Context: an optimization exercise on an open-source flow, tuned for small area, a short achievable clock period and few clock cycles. The choices shown serve that exercise and are no tape-out recipe.
At most, simulation tests tie the RTL to the original design; equivalence was not proved.
For runs 1 and 6 to 8, only the layout was checked, not whether the RTL still works.
Power figures rest on the tool's default switching activity, not on a simulated workload.

[design.v]
module rf_ao22 (
    input  logic a1, a2, b1, b2,
    output logic y
);
    assign y = (a1 & a2) | (b1 & b2);
endmodule
module rf_aoi222 (
    input  logic a1, a2, b1, b2, c1, c2,
    output logic y
);
    assign y = !((a1 & a2) | (b1 & b2) | (c1 & c2));
endmodule
module top_axi_lite (
    input  logic        clk,
    input  logic        rstn,
    input  logic        start,
    input  logic        mode,        
    input  logic [31:0] addr,
    input  logic [31:0] wdata_in,
    output logic [31:0] rdata_out,
    output logic        done
);
    logic [31:0] mem [0:15];
    logic [31:0] mem_d [0:15];
    logic [15:0] we, hold, sel;
    logic [5:0]  part [0:31];
    logic [31:0] rd;
    always_comb begin
        for (int i = 0; i < 16; i++) begin
            we[i]   = start && mode && (addr[5:2] == 4'(i));
            hold[i] = !we[i];
            sel[i]  = (addr[5:2] == 4'(i));
        end
    end
    for (genvar i = 0; i < 16; i++) begin : g_word
        for (genvar b = 0; b < 32; b++) begin : g_bit
            rf_ao22 u_next (
                .a1(we[i]), .a2(wdata_in[b]), .b1(hold[i]), .b2(mem[i][b]),
                .y(mem_d[i][b])
            );
        end
    end
    always_ff @(posedge clk) begin
        for (int i = 0; i < 16; i++) mem[i] <= mem_d[i];
    end
    for (genvar b = 0; b < 32; b++) begin : g_rd
        for (genvar k = 0; k < 5; k++) begin : g_aoi222
            rf_aoi222 u_part (
                .a1(sel[3*k]),   .a2(mem[3*k][b]),
                .b1(sel[3*k+1]), .b2(mem[3*k+1][b]),
                .c1(sel[3*k+2]), .c2(mem[3*k+2][b]),
                .y(part[b][k])
            );
        end
        assign part[b][5] = !(sel[15] && mem[15][b]);
        assign rd[b] = !(&part[b]);
    end
    always_ff @(posedge clk) begin
        rdata_out <= rd;
    end
    always_ff @(posedge clk or negedge rstn) begin
        if (!rstn) done <= 1'b0;
        else       done <= start;
    end
endmodule
[run.sh]
#!/bin/bash
# synth_recipe.tcl (not shown) runs the flow's synth.tcl, then flattens the netlist and writes it again
# the make line also repeats each setting of config.mk as NAME=value (left out here)
make -C /OpenROAD-flow-scripts/flow DESIGN_CONFIG=/design/flow/config.mk WORK_HOME=/design/flow/orfs CLKGATE_MAP_FILE= SYNTH_SCRIPT=/design/flow/synth_recipe.tcl finish
[config.mk]
export PLATFORM = sky130hd
export DESIGN_NAME = top_axi_lite
export DESIGN_NICKNAME = top_axi_lite
export VERILOG_FILES = /design/flow/design.v
export SDC_FILE = /design/flow/constraint.sdc
export NUM_CORES = 4
export LEC_CHECK = 0
export CAP_MARGIN = 20
export CORE_MARGIN = 2
export CORE_UTILIZATION = 55
export CTS_CLUSTER_DIAMETER = 100
export CTS_CLUSTER_SIZE = 30
export SETUP_SLACK_MARGIN = 1.8
export SLEW_MARGIN = 20
export SYNTH_HIERARCHICAL = 1
export SYNTH_MINIMUM_KEEP_SIZE = 0
[constraint.sdc]
create_clock -name core_clock -period 3.5 [get_ports {clk}]
set_input_delay 0.7000 -clock core_clock [delete_from_list [all_inputs] [get_ports {clk}]]
set_output_delay 0.7000 -clock core_clock [all_outputs]
set_load 0.01 [all_outputs]
==> results of run 1 <==
[state kept, by name, indices dropped and copies added (netlist names)]
name / cells
done: 1
mem: 512
rdata_out: 32
[final cells by class]
type | count | area share (%)
tap | 442 | 2.47
sequential | 545 | 48.9
antenna | 2 | 0.0224
clock buffer | 23 | 2.57
clock inverter | 1 | 0.134
timing repair buffer | 211 | 12.3
multi-input combinational | 846 | 33.6
[logic make-up after synthesis]
logic type / synth area share (%)
AO/OA/AOI/OAI: 35.4
buffers and inverters: 0.473
flip-flops: 60.7
AND/OR/NAND/NOR: 3.39
[worst max-delay path by stage]
stage / from / endpoint / slack (ps)
after floorplan: addr[4] / rdata_out[0] / 1200
after global placement: addr[4] / rdata_out[25] / 130
after detailed placement: addr[4] / rdata_out[26] / 100
after CTS: addr[3] / rdata_out[2] / 1730
after global routing: addr[3] / rdata_out[0] / 1570
final: addr[3] / rdata_out[0] / 1530
[cells in the final DEF (no fill, tap or decap), types with 2 or more instances in the layout]
cell / n
buf_6: 42
and4_2: 2
buf_4: 46
buf_8: 8
nand2b_4: 4
nand4b_1: 2
nor2_4: 38
nor2b_2: 2
nand3_2: 2
diode_2: 2
buf_12: 47
buf_2: 17
a211o_1: 32
a222oi_1: 160
dfxtp_1: 528
dfxtp_2: 16
bufbuf_16: 3
nand3_1: 34
nor3_4: 4
a22o_1: 512
nand2_1: 38
clkdlybuf4s50_1: 33
buf_16: 10
nand2_2: 2
nand2_8: 5
clkbuf_16: 25
[power groups by stage]
stage	sequential, mW	clock, mW	combinational [mW]
6_report	8.11	3.10	1.91
5_1_grt	8.23	3.34	2.05
4_1_cts	8.06	3.11	1.83
3_5_place_dp	8.17	0	1.71
3_3_place_gp	8.15	0	1.65
2_1_floorplan	8.07	0	1.14
[metal layers]
layer | vias to the layer above | track usage [%]
met1 | 7783 | 52.9
met2 | 1138 | 61.3
met3 | 262 | 9.83
met4 | 0 | 20.8
li1 | 6497 | -
met5 | - | 0
[worst max-delay path, stage by stage]
cell and delay, ps:
buf_6 90, buf_6 120, nand2b_4 100, buf_12 140, buf_12 110, nor2_4 40, buf_4 170, a222oi_1 530
nand3_1 160, a211o_1 260
[synthesized netlist by cell type, types with 2 or more instances]
| master | instances | area share (%) |
|---|---|---|
| a211o_1 | 32 | 1.6 |
| a222oi_1 | 160 | 8.9 |
| a22o_1 | 512 | 25 |
| and4_1 | 2 | 0.097 |
| and4b_1 | 2 | 0.11 |
| buf_2 | 5 | 0.14 |
| buf_6 | 4 | 0.25 |
| clkbuf_1 | 4 | 0.084 |
| dfxtp_1 | 544 | 61 |
| nand2_1 | 46 | 0.96 |
| nand2b_1 | 4 | 0.14 |
| nand3_1 | 36 | 1.0 |
| nand4b_1 | 2 | 0.097 |
| nor2_1 | 27 | 0.56 |
| nor2b_1 | 2 | 0.070 |
| nor3_1 | 4 | 0.11 |
[modules after synthesis (local to each module, per instance)]
module,cells,area [um^2],copies in the design
top_axi_lite,720,11900,1
rf_aoi222,1,10.0,160
rf_ao22,1,8.76,512
[what timing repair did]
action,4_1_cts,5_1_grt
endpoints found under the setup margin,577,395
setup buffers,72,4
hold endpoints to repair,0,0
pin swaps,92,40
cloned,22,3
resized for setup,266,43
==> summary.txt, run 1 <==
- Layout cells sized above 1: 17.3%
- Final #Nets: around 1,700
- CTS tree: built
- Register area share after synthesis: roughly three fifths
- CTS H-Tree Depth: 1
- Drt wl/cell: about 34 um
- CTS Hold Bufs: 0
- IO Count: 101
- TritonCTS Buffers: 22
- VDD IR max: roughly 0.43 mV
- Reg2Reg Depth: 3
- Period Utilization, post-route: 56.2%
- CP Launch Type: input pin
- Placed cell areas: about 0.02 mm^2
- Initial Util: 55.5%
- IO buf count: between 70 and 80
- Final setup margin: between 1500 and 2000 ps
- Worst slew pin tran: 751 ps
- Final ANT Viol Nets: 0
- Mapped Area: ~0.018 mm^2
- DRT Pass-1 Iters: 7
- Logic pwr share: between 10% and 20%
- Power share of the clock group: 23.6%
- Power Density: 587 mW/mm^2
- First-pass GRT wire length: 101 mm
- Status: complete, no violations
- Drt via density: approximately 7.6
- Vias in the first global route: 15,138
- Tot Pwr: 13.1 mW
- Finished Core Util: 69.1%
- Clock Tree Root: clkbuf_16
- Synth Warn #: 12
- # rows: 66
- Die ar.: roughly 0.034 mm^2
- Clock transition at path regs: 110 ps
- Crit-path max FO: 6
- Sequential power share: 61.8%
- Max Cap Viol: 0
- Area of the multi-input gates: 0.00752 mm^2
- Pins Over Slew Limit: 0
- Die Y: 185 um
- Residual DRC: 0
- #FFs+latches synth: 545
- Worst slew margin: 49.8%
- Post-Place Cells: 1,943
- Synth Flop Type: dfxtp_1
- Met2 wire length: 30.4 mm
- EDFF count, synth: 0
- WP data arrival: roughly 2500 ps
- Leakage: ~9.6 nW
- Tmin final: 1970 ps
- Worst skew pair latency: 580 ps
- Sum Neg Setup Slack: 0 ps
- FF-to-FF Start: mem[6][0]
- Initial antenna violation count: 2
- Via count: ~16,000
- RSZ-0062 raised after global routing: yes
- FF-to-FF End: rdata_out[0]
- Final setup viols: 0
- Fin cells: 2,070
- FF/Latch Area: 0.0109 mm^2
- Crit end category: register
- Fmax: 508 MHz
- Initial DRC Count: 2,764
- Metal-1 WL: 26.8 mm
- Met3 WL: 8.79 mm
- Clk sink count: 545
- Synth cell types: 22
- Place WS: 103 ps
- Syn avg cell area: 12.9 um^2
- Post-route cell area: roughly 0.022 mm^2
- Setup Skew: between 20 and 30 ps
- Psw: 3.34 mW
- Critical path required time: 3980 ps
- P_int: between 9 and 10 mW
- Core region area: 0.0324 mm^2
- Largest net degree at the start of global routing: 34
- Layout filler cell count: approximately 2,400
- Switching share of power: between 20% and 30%
- GRT Util Overall: 40.1%
- Dpl hpwl: 30.6 mm
- Fin Hold WS: 271 ps
- Critical path type: input pin to register
- CTS Buffer Depth: 3
- Die W: 185 um
- Placer Congestion: 0.770
- Max Used Layer: met4
- Routed WL: 70.4 mm
- Cells after synthesis: 1,392
- Worst reg2reg setup slack: roughly 2100 ps
- Hold Vio Cnt, Final: 0
- Net Count, Synth: 1,460
- Global route overflow: 0
- Area grow syn2layout: 24.5%
- Synth async-reset ratio: 0.183%
- Min-Delay Path Class: input pin to async pin
==> run 2: changes to the inputs <==
==> design.v (replaced) <==
module rf_ao22 (
    input  logic a1, a2, b1, b2,
    output logic y
);
    assign y = (a1 & a2) | (b1 & b2);
endmodule
module rf_and2 (
    input  logic a, b,
    output logic y
);
    assign y = a & b;
endmodule
module rf_nand2 (
    input  logic a, b,
    output logic y
);
    assign y = !(a & b);
endmodule
module rf_nor2 (
    input  logic a, b,
    output logic y
);
    assign y = !(a | b);
endmodule
module rf_nand4 (
    input  logic a, b, c, d,
    output logic y
);
    assign y = !(a & b & c & d);
endmodule
module top_axi_lite (
    input  logic        clk,
    input  logic        rstn,
    input  logic        start,
    input  logic        mode,        
    input  logic [31:0] addr,
    input  logic [31:0] wdata_in,
    output logic [31:0] rdata_out,
    output logic        done
);
    logic [31:0] mem [0:15];
    logic [31:0] mem_d [0:15];
    logic [31:0] rd;
    logic [3:0] lo, hi, whi;
    always_comb begin
        for (int j = 0; j < 4; j++) begin
            lo[j]  = (addr[3:2] == 2'(j));
            hi[j]  = (addr[5:4] == 2'(j));
            whi[j] = start && mode && (addr[5:4] == 2'(j));
        end
    end
    logic [15:0] we [0:1];
    logic [15:0] hold [0:1];
    logic [15:0] sel [0:1];
    for (genvar h = 0; h < 2; h++) begin : g_half
        for (genvar i = 0; i < 16; i++) begin : g_word
            rf_and2  u_we   (.a(whi[i/4]), .b(lo[i%4]), .y(we[h][i]));
            rf_nand2 u_hold (.a(whi[i/4]), .b(lo[i%4]), .y(hold[h][i]));
            rf_and2  u_sel  (.a(hi[i/4]),  .b(lo[i%4]), .y(sel[h][i]));
        end
    end
    for (genvar i = 0; i < 16; i++) begin : g_word
        for (genvar b = 0; b < 32; b++) begin : g_bit
            rf_ao22 u_next (
                .a1(we[b/16][i]), .a2(wdata_in[b]), .b1(hold[b/16][i]), .b2(mem[i][b]),
                .y(mem_d[i][b])
            );
        end
    end
    always_ff @(posedge clk) begin
        for (int i = 0; i < 16; i++) mem[i] <= mem_d[i];
    end
    logic [7:0] part [0:31];
    logic [3:0] quad [0:31];
    for (genvar b = 0; b < 32; b++) begin : g_rd
        for (genvar k = 0; k < 8; k++) begin : g_ao22
            rf_ao22 u_part (
                .a1(sel[b/16][2*k]),   .a2(mem[2*k][b]),
                .b1(sel[b/16][2*k+1]), .b2(mem[2*k+1][b]),
                .y(part[b][k])
            );
        end
        for (genvar k = 0; k < 4; k++) begin : g_nor2
            rf_nor2 u_quad (.a(part[b][2*k]), .b(part[b][2*k+1]), .y(quad[b][k]));
        end
        rf_nand4 u_rd (.a(quad[b][0]), .b(quad[b][1]), .c(quad[b][2]), .d(quad[b][3]), .y(rd[b]));
    end
    always_ff @(posedge clk) begin
        rdata_out <= rd;
    end
    always_ff @(posedge clk or negedge rstn) begin
        if (!rstn) done <= 1'b0;
        else       done <= start;
    end
endmodule
==> flow/run.sh (new file) <==
#!/bin/bash
# The standard layout, with the ports buffered by buf_4 cells instead of the
# cell buffer_ports picks by itself. Full output in standard.log.
set -euo pipefail
bash standard.sh "BUFFER_PORTS_ARGS=-buffer_cell sky130_fd_sc_hd__buf_4" finish > standard.log 2>&1
==> standard.sh (new file) <==
#!/bin/bash
# synth_recipe.tcl (not shown) runs the flow's synth.tcl, then flattens the netlist and writes it again
# the make line also repeats each setting of config.mk as NAME=value (left out here)
make -C /OpenROAD-flow-scripts/flow DESIGN_CONFIG=/design/flow/config.mk WORK_HOME=/design/flow/orfs CLKGATE_MAP_FILE= SYNTH_SCRIPT=/design/flow/synth_recipe.tcl "${@:-finish}"
removed: run.sh
==> summary.txt, run 2 <==
- Status: complete, no violations
- Worst Setup SP: done
- Final setup margin: around 1700 ps
- Die W: 190 um
- Critical path required time: 2800 ps
- Worst skew pair latency: 570 ps
- Worst slew pin tran: 664 ps
- Net Count, Synth: 1,649
- Switching share of power: 25.3%
- Worst reg2reg setup slack: 2340 ps
- Area fraction of the dominant cell type after synthesis: 57.5%
- Residual DRC: 0
- Power Density: about 610 mW/mm^2
- Crit end category: output pin
- Largest net degree at the start of global routing: 32
- Mapped Area: about 0.019 mm^2
- Sum Neg Setup Slack: 0 ps
- CP Buf/Inv Count: 1
- WP data arrival: 1070 ps
- Global route overflow: 0
- VDD IR max: between 0.4 and 0.5 mV
- Min-Delay Path Class: input pin to register
- Most numerous cell in the Yosys netlist: a22o_1
- Place WS: 949 ps
- Final #Nets: 1,754
- Synth Warn #: 15
- Critical path type: register to output pin
- Area grow syn2layout: 12.2%
- P_int: approximately 9.7 mW
- Synth cell types: 12
- WP depth: 1
- Post-route cell area: 0.0212 mm^2
- Most frequent cells in the layout: a22o_1 (768), dfxtp_1 (514), nor2_1 (95)
- TritonCTS Buffers: 22
- Crit path capture: done
- Dominant cells by area after synthesis: dfxtp_1 (58%), a22o_1 (36%), nor2_1 (2.6%), and2_1 (2.2%), nand4_1 (1.1%)
- IO Count: 101
- Worst slew margin: 55.6%
- Fin Hold WS: 303 ps
- Placer Congestion: 0.810
- EDFF count, synth: 0
- CTS Buffer Depth: 3
- Power share of the clock group: 23.8%
- Tmin final: 1770 ps
- Cell Chain, Critical Path: buf_6
- Dpl hpwl: 35.0 mm
- Pins Over Slew Limit: 0
- Drt wl/cell: 26.6 um
- Clk sink count: 545
- Final ANT Viol Nets: 0
- FF-to-FF Start: mem[2][30]
- Post-synth top cells: a22o_1 (768), dfxtp_1 (544), nor2_1 (130)
- Largest area contributor in the netlist: dfxtp_1
- GRT Util Overall: 30.5%
- Period Utilization, post-route: between 50% and 60%
- Die ar.: 0.0359 mm^2
- CP Launch Type: register
- CP max-delay cell: dfrtp_1
- Routed WL: roughly 57 mm
- Die Y: 190 um
- Fin cells: 2,135
- Psw: 3.30 mW
- Initial Util: 56.2%
- FF-to-FF End: rdata_out[30]
- Core region area: 0.0337 mm^2
- Max reg flops: 512
- Placed cell areas: 0.0202 mm^2
- Register area share after synthesis: 57.7%
- Reg2Reg Depth: 3
- Clock Tree Root: clkbuf_16
- Drt via density: 6.93
- Antenna cells: 0
- Layout cells sized above 1: 16.1%
- Top reg by flops: mem
- Crit-path max cell delay: 390 ps
- Logic pwr share: 14.0%
- Initial antenna violation count: 0
- Synth async-reset ratio: 0.183%
- IO buf count: 72
- Fmax: about 560 MHz
- Crit-path max FO: 1
- Hold Vio Cnt, Final: 0
- Cells after synthesis: 1,581
- # rows: 67
- Sequential power share: 62.3%
- Synth Flop Type: dfxtp_1
- CTS H-Tree Depth: 1
- Top Family by Delay on Critical Path: flip-flops
- RSZ-0062 raised after global routing: yes
- #FFs+latches synth: about 550
- Syn avg cell area: 12.0 um^2
- Setup Skew: 26.8 ps
- Post-Place Cells: 2,101
- DRT Pass-1 Iters: 5
- CTS tree: built
- Max Cap Viol: 0
- Initial DRC Count: roughly 1,200
- First-pass GRT wire length: 84.8 mm
- Commonest non-fill, non-tap cell in the layout: a22o_1
- Via count: 14,793
- Final setup viols: 0
- Clock transition at path regs: around 110 ps
- Vias in the first global route: 13,519
- Largest registers: mem: 512 flops, rdata_out: 32 flops, done: 1 flops
- Leakage: 9.04 nW
## run 2: changes by cell type after synthesis, moves of 14 or more
| cell | before | now |
|---|---|---|
| nand4_1 | 1 | 32 |
| a211o_1 | 32 | 0 |
| nand2_1 | 46 | 32 |
| nor2_1 | 27 | 130 |
| a222oi_1 | 160 | 0 |
| and2_1 | 0 | 66 |
| a22o_1 | 512 | 768 |
| nand3_1 | 36 | 0 |
## run 2: repair_timing
action | 4_1_cts | 5_1_grt
pin swaps | 2 | 2
gates cloned | 3 | 0
hold buffers | 1 | 0
gates resized for setup | 93 | 36
hold endpoints to repair | 1 | 0
buffers inserted | 5 | 0
setup endpoints to repair | 273 | 153
## run 2: stage by stage
stage / util, % / total power, mW
finish: 63.0 / 13.0
global route: 63.0 / 13.6
floorplan: - / 9.20
global placement: 59.9 / 9.79
CTS: 62.8 / 13.0
detailed placement: 59.9 / 9.88
## run 2: cell families after synthesis
logic type,after synthesis,share of synthesized area (%)
AND/OR/NAND/NOR,268,6.81
AO/OA/AOI/OAI,768,35.5
flip-flops,545,57.7
## run 2: area by class of cell
class / count / area [um^2]
flip-flops and latches: 545 / 11000
repair buffers: 78 / 737
multi-input cells: 1039 / 8370
clock inverters: 1 / 30.0
fillers: 2696 / 12500
well taps: 448 / 561
clock buffers: 24 / 579
## run 2: routing by layer
metal | global-route usage [%] | vias to the layer above | part of all wire (%)
met5 | 0 | - | 0
met4 | 5.84 | 0 | 2.0
met3 | 5.67 | 60 | 8.9
met2 | 43.0 | 648 | 41
met1 | 48.3 | 7485 | 48
li1 | - | 6600 | -
## run 2: modules after synthesis (local to each module, per instance)
module / cell area, um^2 / copies in the design / flops+latches
rf_nor2: 3.75 / 128 / 0
rf_nand4: 6.26 / 32 / 0
rf_nand2: 3.75 / 32 / 0
top_axi_lite: 11000 / 1 / 545
rf_and2: 6.26 / 64 / 0
rf_ao22: 8.76 / 768 / 0
## run 2: worst min-delay path by stage
stage,from,depth (start not counted),slack [ps],to
2_1_floorplan,rstn,0,400,done
3_3_place_gp,mem[12][4],1,450,mem[12][4]
3_5_place_dp,mem[12][4],1,450,mem[12][4]
4_1_cts,start,1,280,done
5_1_grt,start,1,280,done
6_report,start,1,300,done
## run 2: power by group through the flow
stage	clock [mW]	combinational (mW)	sequential (mW)
floorplan	0	1.12	8.08
global placement	0	1.64	8.15
detailed placement	0	1.69	8.19
CTS	3.15	1.78	8.09
global route	3.37	1.95	8.24
finish	3.10	1.82	8.12
Testbench counts of run 2, summed over its fixed seeds: cycles 8,000.
==> run 3: changes to the inputs <==
--- a/config.mk
+++ b/config.mk
@@ -11,5 +11,5 @@
 export CTS_CLUSTER_DIAMETER = 100
 export CTS_CLUSTER_SIZE = 30
-export SETUP_SLACK_MARGIN = 1.8
+export SETUP_SLACK_MARGIN = 1.75
 export SLEW_MARGIN = 20
 export SYNTH_HIERARCHICAL = 1
==> summary.txt, run 3 <==
- Hold wc startpoint: start
- Dominant cells by area after synthesis: dfxtp_1 (58%), a22o_1 (36%), nor2_1 (2.6%), and2_1 (2.2%), nand4_1 (1.1%)
- IO Count: 101
- VDD IR max: 0.456 mV
- Largest net degree at the start of global routing: 32
- Period Utilization, post-route: 53.9%
- Global route overflow: 0
- CP Buf/Inv Count: 1
- Synth Flop Type: dfxtp_1
- Min-Delay Path Class: input pin to register
- Die W: 190 um
- Core region area: around 0.034 mm^2
- Final #Nets: 1,758
- Reg2Reg Depth: 3
- Power Density: 616 mW/mm^2
- CP max-delay cell: dfrtp_2
- Area grow syn2layout: 11.5%
- Most numerous cell in the Yosys netlist: a22o_1
- Worst Hold End: done
- Cells after synthesis: 1,581
- Post-synth top cells: a22o_1 (768), dfxtp_1 (544), nor2_1 (130)
- Clk sink count: about 550
- Clock Tree Root: clkbuf_16
- EDFF count, synth: 0
- Worst skew pair latency: 560 ps
- Cell Chain, Critical Path: buf_6
- Leakage: 9.01 nW
- Status: complete, no violations
- Critical path required time: about 2800 ps
- Critical path type: register to output pin
- Residual DRC: 0
- IO buf count: 72
- Most frequent cells in the layout: a22o_1 (768), dfxtp_1 (532), nor2_1 (117)
- Pins Over Slew Limit: 0
- Tot Pwr: 13.0 mW
- Crit end category: output pin
- Routed WL: ~57 mm
- Largest area contributor in the netlist: dfxtp_1
- WP data arrival: 1190 ps
- CTS Buffer Depth: 3
- Via count: 14,941
- FF-to-FF End: rdata_out[16]
- Initial DRC Count: 1,229
- Placer Congestion: slightly above 0.8
- Crit-path max FO: 1
- Hold Vio Cnt, Final: 0
- Synth cell types: 12
- Max Cap Viol: 0
- CTS tree: built
- Die Y: 190 um
- #FFs+latches synth: around 550
- Fmax: 530 MHz
- Synth Warn #: 15
- GRT Util Overall: roughly 31%
- Net Count, Synth: 1,649
- Dpl hpwl: approximately 35 mm
- Die ar.: 0.0359 mm^2
- Final setup viols: 0
- Worst slew margin: roughly 55%
- Area fraction of the dominant cell type after synthesis: a little under three fifths
- CP Launch Type: register
- Setup Skew: 31.1 ps
- Vias in the first global route: 13,779
- # rows: 67
- Worst slew pin tran: 680 ps
- Mapped Area: 0.0189 mm^2
- Drt via density: 6.99
- Place WS: 974 ps
- Max reg flops: 512
- Commonest non-fill, non-tap cell in the layout: a22o_1
- TritonCTS Buffers: 22
- Register area share after synthesis: 57.7%
- Tmin final: 1890 ps
- Clock transition at path regs: 120 ps
- Drt wl/cell: about 27 um
- Initial antenna violation count: 0
- Final ANT Viol Nets: 0
- Top Family by Delay on Critical Path: flip-flops
- Sum Neg Setup Slack: 0 ps
- Layout cells sized above 1: 13.9%
- Final setup margin: 1610 ps
- Top reg by flops: mem
- Worst reg2reg setup slack: 2260 ps
- CTS H-Tree Depth: 1
- Hold path cells: 1
- Initial Util: 56.2%
- DRT Pass-1 Iters: 5
- Synth async-reset ratio: 0.183%
- First-pass GRT wire length: around 87 mm
- Fin Hold WS: 293 ps
- Crit-path max cell delay: 480 ps
- Largest registers: mem: 512 flops, rdata_out: 32 flops, done: 1 flops
- Syn avg cell area: 12.0 um^2
- FF-to-FF Start: mem[2][16]
- RSZ-0062 raised after global routing: yes
- Antenna cells: 0
-- run 3: metrics by stage --
stage | utilization [%] | cells | instance area, um^2
after CTS | 62.1 | 2132 | 20900
final | 62.7 | 2139 | 21100
after detailed placement | 59.8 | 2101 | 20200
after floorplan | - | 1581 | 19100
after global placement | 59.8 | 2101 | 20200
after global routing | 62.7 | 2139 | 21100
-- run 3: cells by family (layout without fill, tap and decap cells) --
kind of cell | after synthesis | count (layout) | synth area share (%)
simple gates | 268 | 271 | 6.81
compound gates | 768 | 768 | 35.5
buf+inv | 0 | 107 | 0
flops | 545 | 545 | 57.7
-- run 3: modules after synthesis (local to each module, per instance) --
module        times used  cells  flops+latches
rf_nand2              32      1              0
top_axi_lite           1    557            545
rf_nand4              32      1              0
rf_and2               64      1              0
rf_ao22              768      1              0
rf_nor2              128      1              0
-- run 3: worst max path at each step --
stage	start	endpoint	slack, ps	cells after the start
6_report	done	done	1610	1
3_5_place_dp	addr[5]	mem[7][6]	970	4
4_1_cts	addr[5]	mem[7][6]	1580	4
5_1_grt	done	done	1580	1
3_3_place_gp	addr[5]	mem[7][13]	1050	4
2_1_floorplan	addr[5]	mem[4][0]	1690	3
-- run 3: timing repair --
item	CTS	global route
setup buffers	2	7
setup endpoints to repair	409	329
hold buffers	1	0
pin swaps	1	0
resized for setup	32	57
hold endpoints to repair	1	0
gates cloned	3	0
-- run 3: power by group --
group	leakage, nW	internal [mW]	switching [mW]	total, mW
logic	4.17	1.03	0.760	1.79
registers	4.54	7.45	0.652	8.10
clock network	0.296	1.21	1.90	3.11
total	9.01	9.69	3.31	13.0
-- run 3: per-layer routing --
metal	vias up	part of all wire, %	global-route usage, %
li1	6626	-	-
met1	7577	48	49.7
met2	686	42	43.6
met3	52	9.0	5.02
met4	0	1.8	5.66
met5	-	0	0
-- run 3: layout make-up --
type	instances	area, um^2
Clock inverter	1	30.0
Tap cell	448	561
Fill cell	2746	12600
Sequential cell	545	10900
Timing Repair Buffer	82	704
Multi-Input combinational cell	1039	8310
Clock buffer	24	579
==> run 4: changes to the inputs <==
--- a/design.v
+++ b/design.v
@@ -16,16 +16,4 @@
 );
     assign y = !(a & b);
-endmodule
-module rf_nor2 (
-    input  logic a, b,
-    output logic y
-);
-    assign y = !(a | b);
-endmodule
-module rf_nand4 (
-    input  logic a, b, c, d,
-    output logic y
-);
-    assign y = !(a & b & c & d);
 endmodule
 module top_axi_lite (
@@ -72,5 +60,4 @@
     end
     logic [7:0] part [0:31];
-    logic [3:0] quad [0:31];
     for (genvar b = 0; b < 32; b++) begin : g_rd
         for (genvar k = 0; k < 8; k++) begin : g_ao22
@@ -81,8 +68,5 @@
             );
         end
-        for (genvar k = 0; k < 4; k++) begin : g_nor2
-            rf_nor2 u_quad (.a(part[b][2*k]), .b(part[b][2*k+1]), .y(quad[b][k]));
-        end
-        rf_nand4 u_rd (.a(quad[b][0]), .b(quad[b][1]), .c(quad[b][2]), .d(quad[b][3]), .y(rd[b]));
+        assign rd[b] = |part[b];
     end
     always_ff @(posedge clk) begin
--- a/config.mk
+++ b/config.mk
@@ -8,8 +8,8 @@
 export CAP_MARGIN = 20
 export CORE_MARGIN = 2
-export CORE_UTILIZATION = 55
+export CORE_UTILIZATION = 65
 export CTS_CLUSTER_DIAMETER = 100
 export CTS_CLUSTER_SIZE = 30
-export SETUP_SLACK_MARGIN = 1.75
+export SETUP_SLACK_MARGIN = 1.8
 export SLEW_MARGIN = 20
 export SYNTH_HIERARCHICAL = 1
==> summary.txt, run 4 <==
- Tot Pwr: between 10 and 15 mW
- Sum Neg Setup Slack: 0 ps
- Top reg by flops: mem
- # rows: 62
- Pins Over Slew Limit: 0
- Fmax: ~520 MHz
- WP data arrival: roughly 2400 ps
- CP max-delay cell: nor2_2
- Worst slew pin tran: between 700 and 800 ps
- Worst Hold End: done
- Hold Vio Cnt, Final: 0
- Post-synth top cells: a22o_1 (768), dfxtp_1 (544), and2_1 (66)
- Largest net degree at the start of global routing: 32
- GRT Util Overall: between 30% and 40%
- FF-to-FF Start: mem[4][11]
- Cells after synthesis: 1,520
- Crit-path max FO: 16
- Die ar.: 0.0302 mm^2
- Power Density: about 600 mW/mm^2
- EDFF count, synth: 0
- IO buf count: 72
- Hold path cells: 1
- Via count: 15,027
- Initial DRC Count: 1,760
- Setup Skew: between 20 and 30 ps
- Die Y: 174 um
- Mapped Area: about 0.019 mm^2
- Drt wl/cell: 27.8 um
- Most frequent cells in the layout: a22o_1 (768), dfxtp_1 (512), buf_4 (40)
- Register area share after synthesis: between 50% and 60%
- Global route overflow: 0
- First-pass GRT wire length: 84.5 mm
- Worst reg2reg setup slack: 2210 ps
- CP Launch Type: input pin
- Commonest non-fill, non-tap cell in the layout: a22o_1
- VDD IR max: 0.581 mV
- Worst skew pair latency: around 570 ps
- Status: complete, no violations
- IO Count: slightly above 100
- #FFs+latches synth: 545
- Layout filler cell count: 2,030
- Area grow syn2layout: 13.0%
- Tmin final: ~1900 ps
- Crit-path max cell delay: 590 ps
- Synth Warn #: 14
- Layout cells sized above 1: between 10% and 20%
- Syn avg cell area: roughly 12 um^2
- Period Utilization, post-route: 55.1%
- Worst slew margin: 49.9%
- Vias in the first global route: approximately 14,000
- Most numerous cell in the Yosys netlist: a22o_1
- Drt via density: 7.48
- Antenna cells: 0
- Cell Chain, Critical Path: buf_4 > nand3_2 > nor2_2 > nand2_2 > a22o_1
- Clock Tree Root: clkbuf_16
- Initial Util: 65.7%
- Synth async-reset ratio: 0.183%
- Critical path required time: 3950 ps
- Largest registers: mem: 512 flops, rdata_out: 32 flops, done: 1 flops
- Largest area contributor in the netlist: dfxtp_1
- Synth cell types: 12
- Max Cap Viol: 0
- Core region area: between 0.02 and 0.03 mm^2
- Initial antenna violation count: 0
- Max reg flops: roughly 500
- Final #Nets: 1,692
- Clk sink count: 545
- Leakage: 9.14 nW
- Residual DRC: 0
- CP Buf/Inv Count: 1
- RSZ-0062 raised after global routing: yes
- CTS tree: built
- Area fraction of the dominant cell type after synthesis: between 50% and 60%
- FF/Latch Area: 0.0110 mm^2
- Final ANT Viol Nets: 0
- CTS H-Tree Depth: 1
- Min-Delay Path Class: input pin to register
- Synth Flop Type: dfxtp_1
- Dpl hpwl: between 30 and 40 mm
- Clock transition at path regs: 110 ps
- Crit end category: register
- DRT Pass-1 Iters: 6
- Area of the multi-input gates: ~0.0084 mm^2
- Top Family by Delay on Critical Path: simple AND/OR/NAND/NOR gates
- Hold wc startpoint: start
- Dominant cells by area after synthesis: dfxtp_1 (58%), a22o_1 (36%), and2_1 (2.2%), nor4_1 (2.1%), nand2_1 (1.3%)
- CTS Buffer Depth: 3
- Reg2Reg Depth: 3
- Critical path type: input pin to register
- Final setup viols: 0
- Placer Congestion: 0.827
- FF-to-FF End: rdata_out[11]
- Routed WL: 55.9 mm
- Net Count, Synth: 1,588
- Die W: 174 um
- TritonCTS Buffers: 22
-- run 4: cell types whose count changed after synthesis, sizes merged, moves of 2 or more --
cell / change
and4b: -2
nand4: -32
nor4: +64
nor2: -125
nand2: +33
nor3: +2
-- run 4: routing by layer --
layer  GRT usage, %  vias up  part of all wire (%)
met3           3.24      156                   7.3
met5              0        -                     0
met1           48.7     7546                    41
li1               -     6474                     -
met4           17.6        0                   5.1
met2           56.0      851                    46
-- run 4: per-stage QoR --
stage / std cells / setup WS (ps) / hold WS (ps) / cell area (um^2) / utilization, %
detailed placement: 1977 / 913 / 453 / 19900 / 69.8
CTS: 2004 / 1640 / 271 / 21000 / 73.7
global placement: 1977 / 925 / 452 / 19900 / 69.8
global route: 2009 / 1510 / 278 / 21200 / 74.3
floorplan: 1520 / 1690 / 404 / 18900 / -
finish: 2009 / 1570 / 298 / 21200 / 74.3
-- run 4: worst max path at each step --
stage / slack, ps / depth (start not counted) / endpoint / start
2_1_floorplan: 1690 / 4 / mem[2][0] / start
3_3_place_gp: 930 / 6 / rdata_out[20] / addr[3]
3_5_place_dp: 910 / 5 / mem[9][12] / addr[5]
4_1_cts: 1640 / 4 / mem[1][2] / addr[2]
5_1_grt: 1510 / 5 / mem[11][20] / addr[5]
6_report: 1570 / 5 / mem[9][12] / addr[5]
-- run 4: repair_timing --
item                                   4_1_cts  5_1_grt
hold buffers                                 1        0
buffers inserted                             1        1
pin swaps                                    1        2
endpoints found under the hold margin        1        0
gates resized for setup                    138       41
setup endpoints to repair                  510      512
cloned                                       0        4
-- run 4: power breakdown --
group          total (mW)  internal, mW  leakage (nW)  switching [mW]
logic                1.84          1.09          4.29           0.751
clock network        3.07          1.21         0.296            1.86
registers            8.17          7.46          4.55           0.703
-- run 4: area by class of cell --
cell class                      count  share of cell area [%]
Timing Repair Buffer               76                    3.40
Sequential cell                   545                    51.7
Tap cell                          384                    2.26
Inverter                            1                  0.0295
Clock inverter                      1                   0.142
Clock buffer                       24                    2.73
Multi-Input combinational cell    978                    39.8
-- run 4: kinds of logic (layout without fill, tap and decap cells) --
logic type | after synthesis | count (layout) | share of synthesized area [%]
AO/OA/AOI/OAI | 768 | 768 | 35.8
buffers and inverters | 1 | 102 | 0.0200
flip-flops | 545 | 545 | 58.2
AND/OR/NAND/NOR | 206 | 210 | 5.97
-- run 4: per-module statistics from Yosys, one instance, submodules excluded --
module	copies in the design	flip-flops and latches	cells inside
top_axi_lite	1	545	656
rf_ao22	768	0	1
rf_and2	64	0	1
rf_nand2	32	0	1
-- run 4: worst register-to-register path, delay by kind of cell, from the launching register on --
family,cells,cell delay (ps)
AO/OA/AOI/OAI,1,210
flip-flops,1,330
AND/OR/NAND/NOR,2,630
Testbench counts of run 4, summed over its fixed seeds: cycles 8,000.
==> run 5: changes to the inputs <==
--- a/config.mk
+++ b/config.mk
@@ -8,5 +8,5 @@
 export CAP_MARGIN = 20
 export CORE_MARGIN = 2
-export CORE_UTILIZATION = 65
+export CORE_UTILIZATION = 55
 export CTS_CLUSTER_DIAMETER = 100
 export CTS_CLUSTER_SIZE = 30
==> summary.txt, run 5 <==
- Crit-path max cell delay: 380 ps
- Synth Flop Type: dfxtp_1
- Max reg flops: 512
- Net Count, Synth: about 1,600
- Most numerous cell in the Yosys netlist: a22o_1
- Post-synth top cells: a22o_1 (768), dfxtp_1 (544), and2_1 (66)
- Crit end category: output pin
- IO buf count: 72
- Drt via density: about 7
- TritonCTS Buffers: 22
- Min-Delay Path Class: input pin to register
- Final ANT Viol Nets: 0
- Area grow syn2layout: 14.1%
- Layout cells sized above 1: 17.6%
- Dominant cells by area after synthesis: dfxtp_1 (58%), a22o_1 (36%), and2_1 (2.2%), nor4_1 (2.1%), nand2_1 (1.3%)
- Commonest non-fill, non-tap cell in the layout: a22o_1
- CP Launch Type: register
- Clock Tree Root: clkbuf_16
- Max Cap Viol: 0
- RSZ-0062 raised after global routing: yes
- Top reg by flops: mem
- Pins Over Slew Limit: 0
- Clock transition at path regs: 110 ps
- CP Buf/Inv Count: 1
- Worst slew margin: 65.6%
- Leakage: 9.19 nW
- Cell Chain, Critical Path: buf_6
- Residual DRC: 0
- Synth async-reset ratio: 0.183%
- Global route overflow: 0
- Dpl hpwl: 33.6 mm
- Synth cell types: 12
- Tmin final: ~1800 ps
- Post-route cell area: 0.0214 mm^2
- Fin cells: 2,076
- DRT Pass-1 Iters: 5
- Register area share after synthesis: between 50% and 60%
- Via count: 14,754
- Place WS: 900 ps
- Critical path required time: roughly 2800 ps
- Synth Warn #: 14
- Initial DRC Count: 1,290
- Placer Congestion: ~0.76
- Crit-path max FO: 1
- Die W: 189 um
- Routed WL: 58.2 mm
- Sum Neg Setup Slack: 0 ps
- IO Count: 101
- Area fraction of the dominant cell type after synthesis: 58.0%
- Clk sink count: 545
- Power Density: 612 mW/mm^2
- Top Family by Delay on Critical Path: flip-flops
- Final #Nets: 1,695
- CTS Buffer Depth: 3
- Fmax: 564 MHz
- Setup Skew: 31.9 ps
- Mapped Area: around 0.019 mm^2
- CTS tree: built
- Largest net degree at the start of global routing: 32
- Initial Util: 56.0%
- First-pass GRT wire length: 86.8 mm
- EDFF count, synth: 0
- Finished Core Util: 63.9%
- Largest area contributor in the netlist: dfxtp_1
- Post-Place Cells: 2,041
- Initial antenna violation count: 0
- GRT Util Overall: around 31%
- Final setup viols: 0
- Final setup margin: 1730 ps
- Drt wl/cell: 28.0 um
- WP data arrival: 1070 ps
- Syn avg cell area: 12.3 um^2
- Most frequent cells in the layout: a22o_1 (768), dfxtp_1 (512), buf_4 (40)
- CP max-delay cell: dfxtp_4
- Worst slew pin tran: ~500 ps
- Core region area: 0.0335 mm^2
- Die ar.: 0.0356 mm^2
- Hold Vio Cnt, Final: 0
- #FFs+latches synth: 545
- Placed cell areas: roughly 0.02 mm^2
- VDD IR max: roughly 0.45 mV
- Period Utilization, post-route: 50.6%
- Die Y: 189 um
- CTS H-Tree Depth: 1
- Status: complete, no violations
- Cells after synthesis: 1,520
- # rows: 67
- Largest registers: mem: 512 flops, rdata_out: 32 flops, done: 1 flops
- Worst skew pair latency: 570 ps
- Antenna cells: 0
- Vias in the first global route: 14,401
- Critical path type: register to output pin
==> run 5: cell counts after synthesis <==
No cell type changed its count.
==> run 5: cells by family after synthesis <==
| group | Yosys count | synth area share, % |
|---|---|---|
| compound gates | 768 | 35.8 |
| flops | 545 | 58.2 |
| simple gates | 206 | 5.97 |
| buf+inv | 1 | 0.0200 |
==> run 5: path summary, 6_finish.rpt <==
kind | startpoint | endpoint | slack [ps] | cells after the start
setup reg to reg | mem[12][2] | rdata_out[2] | 2260 | 3
hold / removal | start | done | 300 | 1
setup / recovery | rdata_out[22] | rdata_out[22] | 1730 | 1
hold reg to reg | mem[4][24] | mem[4][24] | 480 | 1
max in group asynchronous | rstn | done | 2980 | 2
min in group asynchronous | rstn | done | 440 | 2
==> run 5: modules after synthesis (local to each module, per instance) <==
module | cell area (um^2) | flops+latches
top_axi_lite | 11500 | 545
rf_and2 | 6.26 | 0
rf_ao22 | 8.76 | 0
rf_nand2 | 3.75 | 0
==> run 5: cell type report <==
class,instances,area (um^2)
clock buffer,24,579
clock inverter,1,30.0
fill,2636,12100
inverter,1,6.26
multi-input combinational,981,8560
sequential,545,11000
tap,448,561
timing repair buffer,76,722
==> run 5: layer usage <==
metal / vias to the layer above / share of wire, % / GRT usage, % / wire length (um)
met5: - / 0 / 0 / 0
met4: 0 / 3.3 / 12.3 / 1920
met3: 120 / 6.6 / 4.00 / 3860
met2: 687 / 48 / 52.2 / 27800
met1: 7449 / 42 / 41.5 / 24600
li1: 6498 / - / - / -
==> run 5: stage by stage <==
step / hold slack (ps) / power, mW
3_5_place_dp: 453 / 9.89
4_1_cts: 276 / 13.1
3_3_place_gp: 452 / 9.80
2_1_floorplan: 404 / 9.20
5_1_grt: 280 / 13.6
6_report: 304 / 13.1
==> run 5: what timing repair did <==
item	4_1_cts	5_1_grt
gates resized for setup	130	65
buffers inserted	0	2
endpoints found under the hold margin	1	0
pin swaps	0	8
endpoints found under the setup margin	512	563
cloned	0	7
hold buffers	1	0
==> run 5: where the power goes <==
part           switching [mW]  internal (mW)  total [mW]
Sequential              0.685           7.46        8.15
Clock                    1.90           1.21        3.11
Combinational           0.751           1.09        1.85
Total                    3.34           9.76        13.1
==> run 6: changes to the inputs <==
--- a/design.v
+++ b/design.v
@@ -1,19 +1,19 @@
-module rf_ao22 (
-    input  logic a1, a2, b1, b2,
-    output logic y
-);
+module rf_inv (input logic a, output logic y);
+    assign y = !a;
+endmodule
+module rf_nand2 (input logic a, b, output logic y);
+    assign y = !(a & b);
+endmodule
+module rf_nor2 (input logic a, b, output logic y);
+    assign y = !(a | b);
+endmodule
+module rf_nor3 (input logic a, b, c, output logic y);
+    assign y = !(a | b | c);
+endmodule
+module rf_nand4 (input logic a, b, c, d, output logic y);
+    assign y = !(a & b & c & d);
+endmodule
+module rf_ao22 (input logic a1, a2, b1, b2, output logic y);
     assign y = (a1 & a2) | (b1 & b2);
-endmodule
-module rf_and2 (
-    input  logic a, b,
-    output logic y
-);
-    assign y = a & b;
-endmodule
-module rf_nand2 (
-    input  logic a, b,
-    output logic y
-);
-    assign y = !(a & b);
 endmodule
 module top_axi_lite (
@@ -30,11 +30,19 @@
     logic [31:0] mem_d [0:15];
     logic [31:0] rd;
-    logic [3:0] lo, hi, whi;
-    always_comb begin
-        for (int j = 0; j < 4; j++) begin
-            lo[j]  = (addr[3:2] == 2'(j));
-            hi[j]  = (addr[5:4] == 2'(j));
-            whi[j] = start && mode && (addr[5:4] == 2'(j));
-        end
+    logic [5:2] a, an;
+    assign a = addr[5:2];
+    for (genvar n = 2; n < 6; n++) begin : g_an
+        rf_inv u_an (.a(a[n]), .y(an[n]));
+    end
+    logic [3:0] lo, lon, hin, whi, whin;
+    logic       wmn;
+    rf_nand2 u_wmn (.a(start), .b(mode), .y(wmn));
+    for (genvar j = 0; j < 4; j++) begin : g_pre
+        localparam bit B0 = j[0], B1 = j[1];
+        rf_nor2  u_lo   (.a(B1 ? an[3] : a[3]), .b(B0 ? an[2] : a[2]), .y(lo[j]));
+        rf_nand2 u_lon  (.a(B1 ? a[3] : an[3]), .b(B0 ? a[2] : an[2]), .y(lon[j]));
+        rf_nand2 u_hin  (.a(B1 ? a[5] : an[5]), .b(B0 ? a[4] : an[4]), .y(hin[j]));
+        rf_nor3  u_whi  (.a(wmn), .b(B1 ? an[5] : a[5]), .c(B0 ? an[4] : a[4]), .y(whi[j]));
+        rf_nand4 u_whin (.a(start), .b(mode), .c(B1 ? a[5] : an[5]), .d(B0 ? a[4] : an[4]), .y(whin[j]));
     end
     logic [15:0] we [0:1];
@@ -43,7 +51,7 @@
     for (genvar h = 0; h < 2; h++) begin : g_half
         for (genvar i = 0; i < 16; i++) begin : g_word
-            rf_and2  u_we   (.a(whi[i/4]), .b(lo[i%4]), .y(we[h][i]));
-            rf_nand2 u_hold (.a(whi[i/4]), .b(lo[i%4]), .y(hold[h][i]));
-            rf_and2  u_sel  (.a(hi[i/4]),  .b(lo[i%4]), .y(sel[h][i]));
+            rf_nor2  u_we   (.a(whin[i/4]), .b(lon[i%4]), .y(we[h][i]));
+            rf_nand2 u_hold (.a(whi[i/4]),  .b(lo[i%4]),  .y(hold[h][i]));
+            rf_nor2  u_sel  (.a(hin[i/4]),  .b(lon[i%4]), .y(sel[h][i]));
         end
     end
@@ -60,4 +68,5 @@
     end
     logic [7:0] part [0:31];
+    logic [3:0] quad [0:31];
     for (genvar b = 0; b < 32; b++) begin : g_rd
         for (genvar k = 0; k < 8; k++) begin : g_ao22
@@ -68,5 +77,8 @@
             );
         end
-        assign rd[b] = |part[b];
+        for (genvar k = 0; k < 4; k++) begin : g_nor2
+            rf_nor2 u_quad (.a(part[b][2*k]), .b(part[b][2*k+1]), .y(quad[b][k]));
+        end
+        rf_nand4 u_rd (.a(quad[b][0]), .b(quad[b][1]), .c(quad[b][2]), .d(quad[b][3]), .y(rd[b]));
     end
     always_ff @(posedge clk) begin
==> summary.txt, run 6 <==
- Worst slew margin: 51.6%
- CP max-delay cell: dfrtp_1
- Worst reg2reg setup slack: 2400 ps
- Syn avg cell area: 11.8 um^2
- Global route overflow: 0
- FF-to-FF End: rdata_out[11]
- CTS tree: built
- Leakage: 9.52 nW
- Critical path type: register to output pin
- # rows: 67
- Routed WL: 57.1 mm
- Most numerous cell in the Yosys netlist: a22o_1
- First-pass GRT wire length: 86.2 mm
- Clk sink count: about 550
- DRT Pass-1 Iters: 5
- Dpl hpwl: about 35 mm
- Final #Nets: 1,871
- Largest area contributor in the netlist: dfxtp_1
- Most frequent cells in the layout: a22o_1 (768), dfxtp_1 (514), buf_4 (114)
- Status: complete, no violations
- Worst slew pin tran: 725 ps
- Top reg by flops: mem
- WP data arrival: ~1100 ps
- Hold Vio Cnt, Final: 0
- Net Count, Synth: approximately 1,700
- Post-synth top cells: a22o_1 (768), dfxtp_1 (544), nor2_1 (196)
- Clock transition at path regs: 110 ps
- Worst Setup SP: done
- Final ANT Viol Nets: 0
- TritonCTS Buffers: 22
- CP Launch Type: register
- Synth async-reset ratio: 0.183%
- Cells after synthesis: 1,594
- Crit-path max cell delay: 390 ps
- CTS Buffer Depth: 3
- Residual DRC: 0
- Commonest non-fill, non-tap cell in the layout: a22o_1
- Vias in the first global route: 14,545
- Initial Util: around 56%
- CP Buf/Inv Count: 1
- Worst skew pair latency: 560 ps
- Hold path cells: 1
- Drt via density: 6.80
- Critical path required time: 2800 ps
- Drt wl/cell: about 25 um
- Power Density: ~580 mW/mm^2
- Core region area: 0.0336 mm^2
- VDD IR max: 0.422 mV
- Fmax: 567 MHz
- Synth Flop Type: dfxtp_1
- Min-Delay Path Class: input pin to register
- Mapped Area: 0.0188 mm^2
- Period Utilization, post-route: 50.4%
- Area fraction of the dominant cell type after synthesis: 57.9%
- Via count: 15,309
- Final setup viols: 0
- Tmin final: 1760 ps
- Max reg flops: 512
- Tot Pwr: 13.2 mW
- Initial DRC Count: 1,297
- IO Count: 101
- Synth Warn #: 15
- Dominant cells by area after synthesis: dfxtp_1 (58%), a22o_1 (36%), nor2_1 (3.9%), nand4_1 (1.2%), nand2_1 (0.82%)
- Setup Skew: 26.2 ps
- Area grow syn2layout: 20.2%
- IO buf count: 72
- FF-to-FF Start: mem[10][11]
- Pins Over Slew Limit: 0
- Max Cap Viol: 0
- Crit end category: output pin
- Synth cell types: 8
- Largest registers: mem: 512 flops, rdata_out: 32 flops, done: 1 flops
- Antenna cells: 0
- #FFs+latches synth: about 550
- Worst Hold End: done
- Die Y: 189 um
- Largest net degree at the start of global routing: 32
- Hold wc startpoint: start
- EDFF count, synth: 0
- Crit-path max FO: 1
- GRT Util Overall: a little under a third
- Sum Neg Setup Slack: 0 ps
- RSZ-0062 raised after global routing: yes
- Placer Congestion: 0.843
- Die ar.: 0.0357 mm^2
- Cell Chain, Critical Path: buf_6
- Reg2Reg Depth: 3
- CTS H-Tree Depth: 1
- Die W: 189 um
- Register area share after synthesis: about 58%
- Top Family by Delay on Critical Path: flip-flops
- Layout cells sized above 1: 19.7%
- Initial antenna violation count: 0
- Clock Tree Root: clkbuf_16
-- run 6: changes by cell type after synthesis --
cell / change
nand4_1: +36
nor2b_1: -3
and2_1: -66
nand2_1: -24
inv_1: +4
nor3_1: -1
nor4_1: -64
nor2_1: +191
nor3_2: +3
inv_2: -1
nand3_2: -1
-- run 6: how the worst max path moves through the flow --
stage	to	slack [ps]	cells past startpoint
2_1_floorplan	mem[0][0]	1540	4
3_3_place_gp	mem[2][3]	730	5
3_5_place_dp	mem[0][8]	660	5
4_1_cts	mem[14][11]	1620	4
5_1_grt	done	1700	1
6_report	done	1740	1
-- run 6: cells by family (layout without fill, tap and decap cells) --
kind of cell    Yosys count  after routing  share of synthesized area (%)
buf+inv                   4            211                         0.0798
compound gates          768            768                           35.8
flops                   545            545                           58.0
simple gates            277            280                           6.14
-- run 6: what timing repair did --
| action | 4_1_cts | 5_1_grt |
|---|---|---|
| gates cloned | 3 | 1 |
| setup endpoints to repair | 466 | 466 |
| hold buffers | 1 | 0 |
| gates resized for setup | 140 | 46 |
| endpoints found under the hold margin | 1 | 0 |
| pin swaps | 13 | 19 |
| buffers inserted | 43 | 19 |
-- run 6: through the flow --
stage          util [%]  hold slack, ps  worst slack, ps  instance area (um^2)  cells
2_1_floorplan         -             404             1540                 19100   1594
3_3_place_gp       61.2             452              732                 20600   2159
3_5_place_dp       61.2             453              665                 20600   2160
4_1_cts            66.0             325             1620                 22200   2232
5_1_grt            67.2             321             1700                 22600   2252
6_report           67.2             360             1740                 22600   2252
-- run 6: final cells by class --
cell class / count / area [um^2]
Tap cell: 448 / 561
Sequential cell: 545 / 11000
Clock inverter: 1 / 30.0
Timing Repair Buffer: 182 / 1870
Clock buffer: 24 / 579
Multi-Input combinational cell: 1048 / 8580
Inverter: 4 / 30.0
Fill cell: 2545 / 11000
-- run 6: routing by layer --
layer	wire length (um)	global-route usage [%]	vias to the layer above
met3	3180	2.50	135
met4	3160	15.2	0
li1	-	-	6862
met5	0	0	-
met2	27400	50.3	617
met1	23400	40.3	7695
-- run 6: power by group --
group	switching, mW	internal (mW)
Clock	1.90	1.21
Sequential	0.671	7.46
Combinational	0.799	1.13
-- run 6: Yosys stat by module (local to each module, per instance) --
module	cell area [um^2]	copies in the design	cells	flops+latches
rf_nand2	3.75	41	1	0
rf_nor3	10.0	4	1	0
rf_nand4	6.26	36	1	0
rf_nor2	3.75	196	1	0
rf_inv	3.75	4	1	0
top_axi_lite	10900	1	545	545
rf_ao22	8.76	768	1	0
==> run 7: changes to the inputs <==
--- a/config.mk
+++ b/config.mk
@@ -11,5 +11,5 @@
 export CTS_CLUSTER_DIAMETER = 100
 export CTS_CLUSTER_SIZE = 30
-export SETUP_SLACK_MARGIN = 1.8
+export SETUP_SLACK_MARGIN = 1.72
 export SLEW_MARGIN = 20
 export SYNTH_HIERARCHICAL = 1
==> summary.txt, run 7 <==
- Worst slew pin tran: 790 ps
- Layout cells sized above 1: 16.1%
- Dominant cells by area after synthesis: dfxtp_1 (58%), a22o_1 (36%), nor2_1 (3.9%), nand4_1 (1.2%), nand2_1 (0.82%)
- Placer Congestion: 0.868
- Clock Tree Root: clkbuf_16
- Die W: 189 um
- Hold Vio Cnt, Final: 0
- Synth Warn #: 15
- Drt via density: 6.61
- Post-synthesis simple-gate area fraction: 6.14%
- Initial Util: between 50% and 60%
- Synth async-reset ratio: 0.183%
- P_int: 9.68 mW
- Worst reg2reg setup slack: 2280 ps
- CTS H-Tree Depth: 1
- Largest net degree at the start of global routing: 32
- Place WS: approximately 790 ps
- Setup Skew: around 32 ps
- Post-synth top cells: a22o_1 (768), dfxtp_1 (544), nor2_1 (196)
- Compound-Gate Fraction of Synth Area: 35.8%
- Largest area contributor in the netlist: dfxtp_1
- Commonest non-fill, non-tap cell in the layout: a22o_1
- Routed WL: roughly 55 mm
- Global route overflow: 0
- VDD IR max: around 0.44 mV
- Final #Nets: 1,869
- Leakage: 9.37 nW
- Sum Neg Setup Slack: 0 ps
- Largest family of logic cells by synthesized area: compound AO/OA/AOI/OAI gates
- Max Cap Viol: 0
- Net Count, Synth: 1,662
- Clock transition at path regs: around 110 ps
- Hold wc startpoint: start
- Die Y: roughly 190 um
- WP data arrival: 2470 ps
- Logic pwr share: between 10% and 20%
- CTS Buffer Depth: 3
- FF/Latch Area: 0.0109 mm^2
- Final setup margin: 1560 ps
- Status: complete, no violations
- Area fraction of the dominant cell type after synthesis: slightly below 60%
- Min-Delay Path Class: input pin to register
- Final ANT Viol Nets: 0
- CP Launch Type: input pin
- Worst Hold End: done
- Post-Synth Adder-Cell Area: 0%
- Largest registers: mem: 512 flops, rdata_out: 32 flops, done: 1 flops
- Tmin final: 1940 ps
- Die ar.: 0.0357 mm^2
- Register area share after synthesis: ~58%
- Synth cell types: 8
- Crit-path max FO: 16
- Syn avg cell area: approximately 12 um^2
- Post-synthesis mux area share: 0%
- Hold path cells: 1
- Clk sink count: 545
- Max reg flops: 512
- GRT Util Overall: 29.4%
- Pins Over Slew Limit: 0
- IO buf count: slightly above 70
- EDFF count, synth: 0
- Core region area: 0.0336 mm^2
- TritonCTS Buffers: 22
- Sequential power share: a little over three fifths
- Period Utilization, post-route: a little under three fifths
- Worst skew pair latency: 580 ps
- Critical path type: input pin to register
- DRT Pass-1 Iters: 5
- Initial antenna violation count: 0
- XOR/XNOR share of the synthesized area: 0%
- Worst Setup SP: addr[5]
- # rows: 67
- FF-to-FF Start: mem[6][12]
- FF-to-FF End: rdata_out[12]
- RSZ-0062 raised after global routing: yes
- Antenna cells: 0
- Crit end category: register
- Area of the multi-input gates: approximately 0.0084 mm^2
- Synth Flop Type: dfxtp_1
- Layout filler cell count: between 2,000 and 3,000
- Final setup viols: 0
- Reg2Reg Depth: 3
- Switching share of power: 25.4%
- Dpl hpwl: 34.6 mm
- Mapped Area: 0.0188 mm^2
- Area grow syn2layout: 17.8%
- Worst slew margin: 47.2%
- IO Count: 101
- Fmax: roughly 520 MHz
- Most numerous cell in the Yosys netlist: a22o_1
- Via count: roughly 15,000
- Power Density: approximately 590 mW/mm^2
- #FFs+latches synth: 545
- Power share of the clock group: 23.5%
- Residual DRC: 0
- Vias in the first global route: 13,925
- Tot Pwr: 13.0 mW
- Cells after synthesis: 1,594
- Initial DRC Count: 1,242
- Drt wl/cell: 24.6 um
- CTS tree: built
- Most frequent cells in the layout: a22o_1 (768), dfxtp_1 (533), buf_4 (141)
- Critical path required time: around 4000 ps
- First-pass GRT wire length: between 80 and 90 mm
- Top reg by flops: mem
- Psw: between 3 and 4 mW
-- run 7: cell type report --
cell class,count,area share (%)
Clock buffer,23,2.50
Inverter,4,0.102
Multi-Input combinational cell,1050,37.8
Clock inverter,2,0.209
Sequential cell,545,49.3
Timing Repair Buffer,178,7.56
Tap cell,448,2.53
-- run 7: how the worst max path moves through the flow --
stage / cells after the start / endpoint / slack [ps]
2_1_floorplan: 4 / mem[0][0] / 1490
3_3_place_gp: 5 / mem[3][23] / 850
3_5_place_dp: 5 / mem[3][8] / 790
4_1_cts: 5 / mem[3][8] / 1390
5_1_grt: 5 / mem[3][9] / 1500
6_report: 5 / mem[3][8] / 1560
-- run 7: layer usage --
metal | routed length [um] | global-route usage [%] | up-vias
li1 | - | - | 6865
met1 | 23200 | 39.4 | 7373
met2 | 26900 | 49.2 | 533
met3 | 2910 | 2.80 | 111
met4 | 2450 | 11.5 | 0
met5 | 0 | 0 | -
-- run 7: modules after synthesis, one instance, submodules excluded --
| module | area, um^2 | flops+latches | copies in the design | cells inside |
|---|---|---|---|---|
| rf_ao22 | 8.76 | 0 | 768 | 1 |
| rf_inv | 3.75 | 0 | 4 | 1 |
| rf_nand2 | 3.75 | 0 | 41 | 1 |
| rf_nand4 | 6.26 | 0 | 36 | 1 |
| rf_nor2 | 3.75 | 0 | 196 | 1 |
| rf_nor3 | 10.0 | 0 | 4 | 1 |
| top_axi_lite | 10900 | 545 | 1 | 545 |
-- run 7: what timing repair did --
item,CTS,global route
pin swaps,6,24
hold endpoints to repair,1,0
gates resized for setup,24,36
setup endpoints to repair,182,126
buffers inserted,6,46
gates cloned,0,5
hold buffers,1,0
-- run 7: cell families (layout without fill, tap and decap cells) --
group / Yosys count / in the layout
buf+inv: 4 / 207
flops: 545 / 545
simple gates: 277 / 282
compound gates: 768 / 768
-- run 7: worst max-delay path, cell delays in order --
cell and delay, ps:
buf_4 150, inv_1 230, nand4_1 370, nor2_2 730, a22o_1 260
-- run 7: stage by stage --
stage / utilization (%) / hold slack [ps] / area, um^2 / cells
floorplan: - / 404 / 19100 / 1594
global placement: 61.3 / 452 / 20600 / 2167
detailed placement: 61.3 / 453 / 20600 / 2167
CTS: 63.6 / 326 / 21400 / 2199
global route: 65.9 / 319 / 22200 / 2250
finish: 65.9 / 349 / 22200 / 2250
-- run 7: power by group through the flow --
stage / combinational [mW] / sequential (mW) / clock, mW
after floorplan: 1.14 / 8.08 / 0
after global placement: 1.66 / 8.16 / 0
after detailed placement: 1.72 / 8.19 / 0
after CTS: 1.75 / 8.07 / 3.11
after global routing: 1.99 / 8.22 / 3.31
final: 1.84 / 8.09 / 3.05
==> run 8: changes to the inputs <==
--- a/design.v
+++ b/design.v
@@ -13,4 +13,10 @@
 module rf_nand4 (input logic a, b, c, d, output logic y);
     assign y = !(a & b & c & d);
+endmodule
+module rf_aoi22 (input logic a1, a2, b1, b2, output logic y);
+    assign y = !((a1 & a2) | (b1 & b2));
+endmodule
+module rf_or2 (input logic a, b, output logic y);
+    assign y = a | b;
 endmodule
 module rf_ao22 (input logic a1, a2, b1, b2, output logic y);
@@ -67,18 +73,19 @@
         for (int i = 0; i < 16; i++) mem[i] <= mem_d[i];
     end
-    logic [7:0] part [0:31];
-    logic [3:0] quad [0:31];
+    logic [7:0] part_n [0:31];
+    logic [1:0] half [0:31];
     for (genvar b = 0; b < 32; b++) begin : g_rd
-        for (genvar k = 0; k < 8; k++) begin : g_ao22
-            rf_ao22 u_part (
+        for (genvar k = 0; k < 8; k++) begin : g_aoi22
+            rf_aoi22 u_part (
                 .a1(sel[b/16][2*k]),   .a2(mem[2*k][b]),
                 .b1(sel[b/16][2*k+1]), .b2(mem[2*k+1][b]),
-                .y(part[b][k])
+                .y(part_n[b][k])
             );
         end
-        for (genvar k = 0; k < 4; k++) begin : g_nor2
-            rf_nor2 u_quad (.a(part[b][2*k]), .b(part[b][2*k+1]), .y(quad[b][k]));
+        for (genvar k = 0; k < 2; k++) begin : g_nand4
+            rf_nand4 u_half (.a(part_n[b][4*k]), .b(part_n[b][4*k+1]), .c(part_n[b][4*k+2]),
+                             .d(part_n[b][4*k+3]), .y(half[b][k]));
         end
-        rf_nand4 u_rd (.a(quad[b][0]), .b(quad[b][1]), .c(quad[b][2]), .d(quad[b][3]), .y(rd[b]));
+        rf_or2 u_rd (.a(half[b][0]), .b(half[b][1]), .y(rd[b]));
     end
     always_ff @(posedge clk) begin
==> flow/run.sh (replaced) <==
#!/bin/bash
# The standard layout with two changes:
#  - ports are buffered with buf_4 cells instead of the cell buffer_ports picks;
#  - synthesis maps each gate module for a 1 fF load (ABC_LOAD_IN_FF=1), so
#    the gates come out at their smallest size; timing repair then sizes up
#    the ones that need it.
# Full output in standard.log (ORFS's per-step logs are under orfs/logs).
set -euo pipefail
bash standard.sh "BUFFER_PORTS_ARGS=-buffer_cell sky130_fd_sc_hd__buf_4" ABC_LOAD_IN_FF=1 \
  finish > standard.log 2>&1
--- a/config.mk
+++ b/config.mk
@@ -11,5 +11,5 @@
 export CTS_CLUSTER_DIAMETER = 100
 export CTS_CLUSTER_SIZE = 30
-export SETUP_SLACK_MARGIN = 1.72
+export SETUP_SLACK_MARGIN = 1.8
 export SLEW_MARGIN = 20
 export SYNTH_HIERARCHICAL = 1
==> summary.txt, run 8 <==
- Status: complete, no violations
- VDD IR max: 0.456 mV
- Max reg flops: 512
- Largest registers: mem: 512 flops, rdata_out: 32 flops, done: 1 flops
- Synth async-reset ratio: 0.183%
- Power Density: 582 mW/mm^2
- Synth cell types: 10
- Crit-path max FO: 8
- Dominant cells by area after synthesis: dfxtp_1 (59%), a22o_1 (24%), a22oi_1 (10%), nand4_1 (2.3%), nor2_1 (1.4%)
- Post-route cell area: 0.0228 mm^2
- Largest net degree at the start of global routing: 32
- Area fraction of the dominant cell type after synthesis: 59.2%
- CTS tree: built
- Initial DRC Count: ~1,300
- Post-Place Cells: 2,113
- Dpl hpwl: 35.6 mm
- Logic pwr share: 14.8%
- Area grow syn2layout: 24.1%
- Die Y: 187 um
- Period Utilization, post-route: 51.5%
- Die ar.: 0.0349 mm^2
- IO Count: 101
- Core region area: 0.0327 mm^2
- First-pass GRT wire length: 91.9 mm
- P_int: ~10 mW
- Leakage: ~9.4 nW
- Hold Vio Cnt, Final: 0
- Sum Neg Setup Slack: 0 ps
- Placer Congestion: 0.811
- Tmin final: around 1800 ps
- CP Launch Type: input pin
- Worst skew pair latency: between 500 and 600 ps
- Clock Tree Root: clkbuf_16
- Finished Core Util: a little over two thirds
- Most numerous cell in the Yosys netlist: dfxtp_1
- Fin cells: approximately 2,200
- Layout filler cell count: 2,404
- Max Cap Viol: 0
- Die W: ~190 um
- DRT Pass-1 Iters: 5
- Sequential power share: 61.8%
- #FFs+latches synth: 545
- Clock transition at path regs: 110 ps
- Largest area contributor in the netlist: dfxtp_1
- Worst slew margin: 61.6%
- Tot Pwr: 13.3 mW
- Worst slew pin tran: around 570 ps
- Initial antenna violation count: 1
- Fmax: 554 MHz
- Final setup viols: 0
- Fin Hold WS: 339 ps
- WP data arrival: between 2000 and 2500 ps
- CTS H-Tree Depth: 1
- Final ANT Viol Nets: 0
- Most frequent cells in the layout: a22o_1 (512), dfxtp_1 (512), a22oi_1 (187)
- Psw: 3.47 mW
- Place WS: 839 ps
- Register area share after synthesis: 59.4%
- Syn avg cell area: 12.0 um^2
- EDFF count, synth: 0
- GRT Util Overall: 33.5%
- Critical path required time: 3970 ps
- Net Count, Synth: 1,598
- Routed WL: 62.6 mm
- Synth Warn #: 15
- Switching share of power: 26.1%
- Layout cells sized above 1: 25.2%
- Antenna cells: 0
- # rows: 66
- Via count: 15,623
- Final setup margin: 1700 ps
- Drt via density: slightly above 7
- Synth Flop Type: dfxtp_1
- Top reg by flops: mem
- Initial Util: 56.2%
- Pins Over Slew Limit: 0
- Power share of the clock group: 23.4%
- Drt wl/cell: between 20 and 30 um
- Final #Nets: 1,836
- Setup Skew: 31.8 ps
- RSZ-0062 raised after global routing: yes
- Post-synth top cells: dfxtp_1 (544), a22o_1 (512), a22oi_1 (256)
- Crit end category: register
- Vias in the first global route: 14,940
- Clk sink count: 545
- Global route overflow: 0
- Placed cell areas: 0.0202 mm^2
- Residual DRC: 0
- Min-Delay Path Class: input pin to register
- Mapped Area: 0.0184 mm^2
- CTS Buffer Depth: 3
- Critical path type: input pin to register
- IO buf count: 72
- TritonCTS Buffers: 22
- Cells after synthesis: 1,530
[run 8: what timing repair did]
action                                  in CTS  in global routing
pin swaps                                   31                 80
hold buffers                                 1                  0
gates cloned                                 5                  8
buffers inserted                            44                 15
endpoints found under the hold margin        1                  0
gates resized for setup                    184                130
endpoints found under the setup margin     473                473
[run 8: critical path: stages]
cell and delay (ps):
buf_12 130, clkinvlp_4 120, buf_12 150, nand2_8 140, nor2_4 80, buf_12 150
a22oi_2 200, nand4_1 280, or2_0 290
[run 8: worst paths after layout]
check	start	end	slack, ps	cells past startpoint
worst max register to register	mem[0][29]	rdata_out[29]	2310	3
worst max-delay path	addr[5]	rdata_out[29]	1700	9
min in group asynchronous	rstn	done	440	2
worst min register to register	mem[3][3]	mem[3][3]	480	1
max in group asynchronous	rstn	done	2980	2
worst min-delay path	start	done	340	1
[run 8: layout make-up]
cell class,instances,area (um^2),share of cell area (%)
clock buffer,24,579,2.54
clock inverter,1,30.0,0.132
inverter,4,30.0,0.132
multi-input combinational,989,8580,37.6
sequential,545,11000,48.0
tap,442,553,2.42
timing repair buffer,206,2090,9.14
[run 8: layer usage]
metal | part of all wire [%] | GRT usage [%] | vias to the layer above | routed length [um]
li1 | - | - | 6793 | -
met1 | 40 | 45.2 | 7807 | 25200
met2 | 47 | 54.6 | 826 | 29500
met3 | 7.6 | 3.58 | 197 | 4720
met4 | 5.0 | 15.4 | 0 | 3120
met5 | 0 | 0 | - | 0
[run 8: logic make-up after synthesis]
logic type | share of synthesized area (%)
DFF | 59.4
AOI/OAI and AO/OA | 34.8
buffers and inverters | 0.0816
and+or+nand+nor | 5.74
[run 8: power by group through the flow]
stage	clock network, mW	registers [mW]	logic, mW
after detailed placement	0	8.20	1.70
final	3.11	8.20	1.97
after global placement	0	8.17	1.63
after floorplan	0	8.08	1.10
after global routing	3.34	8.32	2.11
after CTS	3.13	8.13	1.87
[run 8: per-module statistics from Yosys (local to each module, per instance), a selection]
| module | times used | flip-flops and latches | cells | area [um^2] |
|---|---|---|---|---|
| rf_ao22 | 512 | 0 | 1 | 8.76 |
| rf_aoi22 | 256 | 0 | 1 | 7.51 |
| rf_inv | 4 | 0 | 1 | 3.75 |
| rf_nand4 | 68 | 0 | 1 | 6.26 |
| rf_nor2 | 68 | 0 | 1 | 3.75 |
| rf_nor3 | 4 | 0 | 1 | 5.00 |
| rf_or2 | 32 | 0 | 1 | 6.26 |
| top_axi_lite | 1 | 545 | 545 | 10900 |

## what the ideal ports hide
No port has a modelled driver above. Below, the same layouts with a new extraction and two added sets of constraints.
Step 1 sets driving cells, clkbuf_16 on the clock port and buf_2 on the other inputs (assumed; they add their load-dependent delay and slew).
Step 2 times the ports against the registers' clock, not the clock port: input delays grow and output delays shrink by t, the midpoint of the rising clock arrivals with the driver on.
Three values: ideal ports, drivers, drivers and shift; two values: the first two.
| run | shift t [ns] | setup WS [ns] | worst setup path at the end | pins driven straight from the clock port |
|---|---|---|---|---|
| run 1 | 0.621 | 1.532 / 1.557 / 0.936 | input to register | 1 |
| run 2 | 0.613 | 1.727 / 1.671 / 1.158 | input to register | 1 |
| run 3 | 0.605 | 1.615 / 1.559 / 1.128 | input to register | 1 |
| run 4 | 0.611 | 1.570 / 1.603 / 0.992 | input to register | 1 |
| run 5 | 0.610 | 1.728 / 1.670 / 1.155 | input to register | 1 |
| run 6 | 0.605 | 1.737 / 1.680 / 1.104 | input to register | 1 |
| run 7 | 0.624 | 1.558 / 1.591 / 0.967 | input to register | 1 |
| run 8 | 0.615 | 1.697 / 1.626 / 1.011 | input to register | 1 |
After both steps every run listed still meets setup and hold. For run 8, which loses most, drivers alone change the setup slack by -0.071 ns; drivers and shift together by -0.686 ns.
